This is an optimization exercise on Yosys and OpenROAD, whose aim is small area, not a production implementation.
Only simulation tests tie the RTL to the original design; equivalence was not proved.
No activity file was given, so power comes from the tool's default toggle rates. The flow treats the clock pin as an ideal source, which a real chip does not have.

Design mac_addr, start of the top module:
module mac_addr#(
    parameter OLD_TIME = 16'd1500,
    parameter AW = 4, 
    parameter TABLE_END = 10'd1 << AW 
)
(
    input wire sys_clk,
    input wire sys_rst_n,
    input wire mac_addr_en,
    input wire [47:0] D_mac,
    input wire [47:0] S_mac,
    input wire [2:0] S_port_num,
    output wire [2:0] D_port_num,
    output wire D_port_num_en,
    output wire flooding
);
For scale: about 110 I/O pins, roughly 24,000 um^2 of cells after synthesis.
==> flow/config.mk <==
export PLATFORM = sky130hd
export DESIGN_NAME = mac_addr
export DESIGN_NICKNAME = mac_addr
export VERILOG_FILES = /design/flow/design.v
export SDC_FILE = /design/flow/constraint.sdc
export NUM_CORES = 4
export LEC_CHECK = 0
export CAP_MARGIN = 20
export CORE_MARGIN = 2
export CORE_UTILIZATION = 50
export SLEW_MARGIN = 20
==> flow/constraint.sdc <==
create_clock -name core_clock -period 10.0 [get_ports {sys_clk}]
set_input_delay 2.0000 -clock core_clock [delete_from_list [all_inputs] [get_ports {sys_clk}]]
set_output_delay 2.0000 -clock core_clock [all_outputs]
set_load 0.01 [all_outputs]
standard.sh (not shown) runs the stock make flow with config.mk's settings and CLKGATE_MAP_FILE= SYNTH_SCRIPT=/design/flow/synth_recipe.tcl, a recipe that flattens the netlist after the stock synthesis.
==> flow/flow/run.sh <==
#!/bin/bash
# The standard layout (standard.sh: the standard flow's synthesis and ORFS flow) with two
# changes: the port buffers are the smallest buffer (buf_1), and clock tree
# synthesis uses larger sink clusters and no dummy loads.
set -e
export BUFFER_PORTS_ARGS="-buffer_cell sky130_fd_sc_hd__buf_1"
export CTS_ARGS="-sink_clustering_enable -repair_clock_nets -sink_clustering_size 30 -sink_clustering_max_diameter 100 -buf_list sky130_fd_sc_hd__clkbuf_16 -dont_use_dummy_load"
bash standard.sh > standard.log 2>&1
The starting point finished with timing, DRC and antenna clean.
Rerun with:
==> flow/run.sh (new file) <==
#!/bin/bash
# synth_recipe.tcl (not shown) runs the flow's synth.tcl, then flattens the netlist and writes it again
# the make line also repeats each setting of config.mk as NAME=value (left out here)
make -C /OpenROAD-flow-scripts/flow DESIGN_CONFIG=/design/flow/config.mk WORK_HOME=/design/flow/orfs CLKGATE_MAP_FILE= SYNTH_SCRIPT=/design/flow/synth_recipe.tcl finish
- CTS_BUF_LIST: unset -> sky130_fd_sc_hd__clkbuf_8
- CTS_CLUSTER_DIAMETER: unset -> 60
- CTS_CLUSTER_SIZE: unset -> 20
removed: flow/flow/run.sh
removed: flow/standard.sh
Hold slack improved by 16 ps; via count rises by 1.9%; cell area goes up by 3.3%.
Rerun with:
==> flow/flow/run.sh (new file) <==
#!/bin/bash
# The standard layout (standard.sh: the standard flow's synthesis and ORFS flow) with two
# changes: the port buffers are the smallest buffer (buf_1), and clock tree
# synthesis uses larger sink clusters and no dummy loads.
set -e
export BUFFER_PORTS_ARGS="-buffer_cell sky130_fd_sc_hd__buf_1"
export CTS_ARGS="-sink_clustering_enable -repair_clock_nets -sink_clustering_size 40 -sink_clustering_max_diameter 45 -buf_list sky130_fd_sc_hd__clkbuf_16 -dont_use_dummy_load"
bash standard.sh > standard.log 2>&1
==> flow/standard.sh (new file) <==
#!/bin/bash
# synth_recipe.tcl (not shown) runs the flow's synth.tcl, then flattens the netlist and writes it again
# the make line also repeats each setting of config.mk as NAME=value (left out here)
make -C /OpenROAD-flow-scripts/flow DESIGN_CONFIG=/design/flow/config.mk WORK_HOME=/design/flow/orfs CLKGATE_MAP_FILE= SYNTH_SCRIPT=/design/flow/synth_recipe.tcl "${@:-finish}"
- CTS_BUF_LIST: sky130_fd_sc_hd__clkbuf_8 -> unset
- CTS_CLUSTER_DIAMETER: 60 -> unset
- CTS_CLUSTER_SIZE: 20 -> unset
removed: flow/run.sh
Result: The changed run ran to the end with no violations. Total power grows by 8.2%. Fmax grows by 6.2%. First-iteration DRC count grows by 5.8%. Setup slack gains 570 ps. Cell count barely changes. Flip-flop and latch count stays the same. Area after synthesis stays the same. Non-clock buffer count shrinks by 7. Routed wire length grows by 2.9%. Global-route usage grows by 0.62 points. Combinational power shrinks by about 1%.
Rerun with:
==> flow/run.sh (new file) <==
#!/bin/bash
# synth_recipe.tcl (not shown) runs the flow's synth.tcl, then flattens the netlist and writes it again
# the make line also repeats each setting of config.mk as NAME=value (left out here)
make -C /OpenROAD-flow-scripts/flow DESIGN_CONFIG=/design/flow/config.mk WORK_HOME=/design/flow/orfs CLKGATE_MAP_FILE= SYNTH_SCRIPT=/design/flow/synth_recipe.tcl finish
- CORE_UTILIZATION: 50 -> 35
removed: flow/flow/run.sh
removed: flow/standard.sh
=>
- total power climbs by about 9%
- area after synthesis is unchanged
- global-route usage drops by 5.5 points
- via count climbs by 2.3%
- maximum frequency drops by 4.5%
- final area climbs by 7.7%
- worst setup slack degrades by 430 ps

* * *

mac_addr, a different RTL version from the one above (not shown whole).
Size: ~820 flip-flops, roughly 24000 sq um of cells after synthesis.
// mac_addr
module mac_addr#(
    parameter OLD_TIME = 16'd1500,
    parameter AW = 4, 
    parameter TABLE_END = 10'd1 << AW 
)
(
    input wire sys_clk,
    input wire sys_rst_n,
    input wire mac_addr_en,
    input wire [47:0] D_mac,
    input wire [47:0] S_mac,
    input wire [2:0] S_port_num,
    output wire [2:0] D_port_num,
    output wire D_port_num_en,
    output wire flooding
);
clock: 10.0 ns
lec_check: 0
cap_margin: 20
core_margin: 2
core_utilization: 50
slew_margin: 20
==> flow/flow/run.sh <==
#!/bin/bash
# The standard layout (standard.sh: the standard flow's synthesis and ORFS flow) with two
# changes: the port buffers are the smallest buffer (buf_1), and clock tree
# synthesis uses larger sink clusters and no dummy loads.
set -e
export BUFFER_PORTS_ARGS="-buffer_cell sky130_fd_sc_hd__buf_1"
export CTS_ARGS="-sink_clustering_enable -repair_clock_nets -sink_clustering_size 34 -sink_clustering_max_diameter 130 -buf_list sky130_fd_sc_hd__clkbuf_16 -dont_use_dummy_load"
bash standard.sh > standard.log 2>&1
The baseline finished clean.
Edit:
--- a/flow/flow/run.sh
+++ b/flow/flow/run.sh
@@ -7 +7 @@
-export CTS_ARGS="-sink_clustering_enable -repair_clock_nets -sink_clustering_size 34 -sink_clustering_max_diameter 130 -buf_list sky130_fd_sc_hd__clkbuf_16 -dont_use_dummy_load"
+export CTS_ARGS="-sink_clustering_enable -repair_clock_nets -sink_clustering_size 30 -sink_clustering_max_diameter 100 -buf_list sky130_fd_sc_hd__clkbuf_16 -dont_use_dummy_load"
- CORE_UTILIZATION: 50 -> 70
Cell count decreases by a few percent.
Sequential power came out higher slightly.
Clock power rose by a few percent.
First-iteration DRC count grows by a few percent.
Hold slack improves by 0.0042 ns.
Routed wire length barely changes.
Final area came out lower slightly.
Maximum frequency increases slightly.
Count of clock-buffer cells in the layout went up by 3.
Edit:
- CORE_UTILIZATION: 70 -> 50
Result: Setup slack gets worse by 0.081 ns. Register-to-register slack improves by 0.02 ns. Wire length barely changes. Cell count climbs by 6.8%. Hold slack gets worse by 0.0033 ns. Design area increases by 0.78%.
Edit:
--- a/flow/flow/run.sh
+++ b/flow/flow/run.sh
@@ -7 +7 @@
-export CTS_ARGS="-sink_clustering_enable -repair_clock_nets -sink_clustering_size 30 -sink_clustering_max_diameter 100 -buf_list sky130_fd_sc_hd__clkbuf_16 -dont_use_dummy_load"
+export CTS_ARGS="-sink_clustering_enable -repair_clock_nets -sink_clustering_size 30 -sink_clustering_max_diameter 100 -buf_list {sky130_fd_sc_hd__clkbuf_8 sky130_fd_sc_hd__clkbuf_16} -dont_use_dummy_load"
The changed run completed with no timing, DRC or antenna violations.
Via count is unchanged.
Routed wire length does not change.
Cell count stays the same.
Edit:
--- a/flow/flow/run.sh
+++ b/flow/flow/run.sh
@@ -7 +7 @@
-export CTS_ARGS="-sink_clustering_enable -repair_clock_nets -sink_clustering_size 30 -sink_clustering_max_diameter 100 -buf_list {sky130_fd_sc_hd__clkbuf_8 sky130_fd_sc_hd__clkbuf_16} -dont_use_dummy_load"
+export CTS_ARGS="-sink_clustering_enable -repair_clock_nets -sink_clustering_size 36 -sink_clustering_max_diameter 100 -buf_list sky130_fd_sc_hd__clkbuf_16 -dont_use_dummy_load"
Result:
- The new run passed the timing, DRC and antenna checks
- die area stays the same
- cell count stays flat
- combinational power is about the same
- first-iteration DRC count climbs by about a fifth
- worst hold slack gets better by 0.017 ns
- register-to-register slack loses 0.02 ns
- power fell slightly
- non-clock buffer count does not change
- design area goes down slightly

* * *

== v6 ==
mac_addr with an RTL version that a note above also has.
For scale: roughly 1700 cells after synthesis, about 810 flip-flops, ~110 I/O pins.
// mac_addr
module mac_addr#(
    parameter OLD_TIME = 16'd1500,
    parameter AW = 4, 
    parameter TABLE_END = 10'd1 << AW 
)
(
    input wire sys_clk,
    input wire sys_rst_n,
    input wire mac_addr_en,
    input wire [47:0] D_mac,
    input wire [47:0] S_mac,
    input wire [2:0] S_port_num,
    output wire [2:0] D_port_num,
    output wire D_port_num_en,
    output wire flooding
);
localparam [3:0] IDLE = 4'd0, HASH = 4'd1, S1 = 4'd2, S2 = 4'd3, S3 = 4'd4,
                 FLOOD = 4'd5, W1 = 4'd6, W2 = 4'd7, W3 = 4'd8, W4 = 4'd9;
reg [3:0] st;
reg [3:0] st_nx;
reg       vsnap;         
reg       skip_q;        
wire bcast = &D_mac;
always @(*) begin
    case (st)
        IDLE:    st_nx = mac_addr_en ? (bcast ? FLOOD : HASH) : IDLE;
        S3:      st_nx = vsnap ? W1 : FLOOD;
        W4:      st_nx = IDLE;
        default: st_nx = st + 4'd1;
    endcase
end
always @(posedge sys_clk or negedge sys_rst_n) begin
    if (!sys_rst_n)
        st <= IDLE;
    else
        st <= st_nx;
end
assign flooding      = (st == FLOOD);
assign D_port_num_en = (st == S3) && vsnap;
  ...
Settings: LEC_CHECK=0, CAP_MARGIN=20, CORE_MARGIN=2, CORE_UTILIZATION=50, SLEW_MARGIN=20; clock period 10.0 ns.
==> flow/flow/run.sh <==
#!/bin/bash
# The standard layout (standard.sh: the standard flow's synthesis and ORFS flow) with two
# changes: the port buffers are the smallest buffer (buf_1), and clock tree
# synthesis uses larger sink clusters and no dummy loads.
set -e
export BUFFER_PORTS_ARGS="-buffer_cell sky130_fd_sc_hd__buf_1"
export CTS_ARGS="-sink_clustering_enable -repair_clock_nets -sink_clustering_size 36 -sink_clustering_max_diameter 60 -buf_list sky130_fd_sc_hd__clkbuf_16 -dont_use_dummy_load"
bash standard.sh > standard.log 2>&1
v6 finished every stage and its layout cleared the timing, DRC and antenna checks.
The inputs of v7 differ from those of v6 as listed below.
Settings: an added CTS_CLUSTER_DIAMETER of 100; an added CTS_CLUSTER_SIZE of 30; an added CTS_BUF_LIST of sky130_fd_sc_hd__clkbuf_16.
==> flow/run.sh (new file) <==
#!/bin/bash
# synth_recipe.tcl (not shown) runs the flow's synth.tcl, then flattens the netlist and writes it again
# the make line also repeats each setting of config.mk as NAME=value (left out here)
make -C /OpenROAD-flow-scripts/flow DESIGN_CONFIG=/design/flow/config.mk WORK_HOME=/design/flow/orfs CLKGATE_MAP_FILE= SYNTH_SCRIPT=/design/flow/synth_recipe.tcl finish
removed: flow/flow/run.sh
removed: flow/standard.sh
Notes after the runs:
The final layout from v7, which completed every stage, passed the timing, DRC and antenna checks at the end of the flow.
Setup slack | v7 below v6
Comparing v6 against v7, there is no change at all in maximum clock path buffer count.
v7 ends up with lower met3 demand-to-capacity share in global routing than v6 does.
On count of placed standard cells in the final layout, fillers left out, v6 and v7 are neck and neck.
Diff v6 -> v7: area used by multi-input combinational logic was more or less identical; proportion of register bits with asynchronous set or reset after synthesis has remained practically unchanged; period utilization now larger; total wire length after detailed routing fell 3.4%; first-iteration DRC count now larger.
The lower worst slack at placement came out of v7.

static timing again, ports no longer ideal:
No port has a modelled driver above. Below, the same layouts with a new extraction and two added sets of constraints. Step 1 assumes that a clkbuf_16 drives the clock port and a buf_2 every other input. Step 2 adds t to the input delays and takes it off the output delays; t is the mean of the earliest and latest rising clock arrival at the registers after step 1. Input paths then give back, and output paths get back, about the clock's delay inside the block. a / b / c = ideal / step 1 / step 2; a / b = the first two.
run | shift t [ns] | setup slack, ns | worst setup path at the end | worst register clock-pin slew, ns
the first run of note 1 | 0.656 | 0.845 / 0.822 / 0.722 | input to register | 0.11 / 0.11
the second run of note 1 | 0.721 | 0.297 / 0.270 / 0.270 | input to output | 0.12 / 0.12
the third run of note 1 | 0.640 | 0.868 / 0.847 / 0.680 | input to register | 0.09 / 0.09
the fourth run of note 1 | 0.667 | 0.440 / 0.394 / 0.394 | input to output | 0.06 / 0.06
the first run of note 2 | 0.647 | 3.310 / 3.335 / 2.688 | input to register | 0.13 / 0.13
the second run of note 2 | 0.652 | 3.369 / 3.402 / 2.750 | input to register | 0.11 / 0.11
the third run of note 2 | 0.668 | 3.288 / 3.319 / 2.651 | input to register | 0.11 / 0.11
the fourth run of note 2 | 0.668 | 3.288 / 3.319 / 2.651 | input to register | 0.11 / 0.11
the fifth run of note 2 | 0.655 | 3.279 / 3.312 / 2.657 | input to register | 0.12 / 0.12
v6 | 0.632 | 0.862 / 0.841 / 0.679 | input to register | 0.12 / 0.12
v7 | 0.669 | 0.344 / 0.317 / 0.317 | input to output | 0.11 / 0.11
After both steps setup and hold are still met in every run listed.
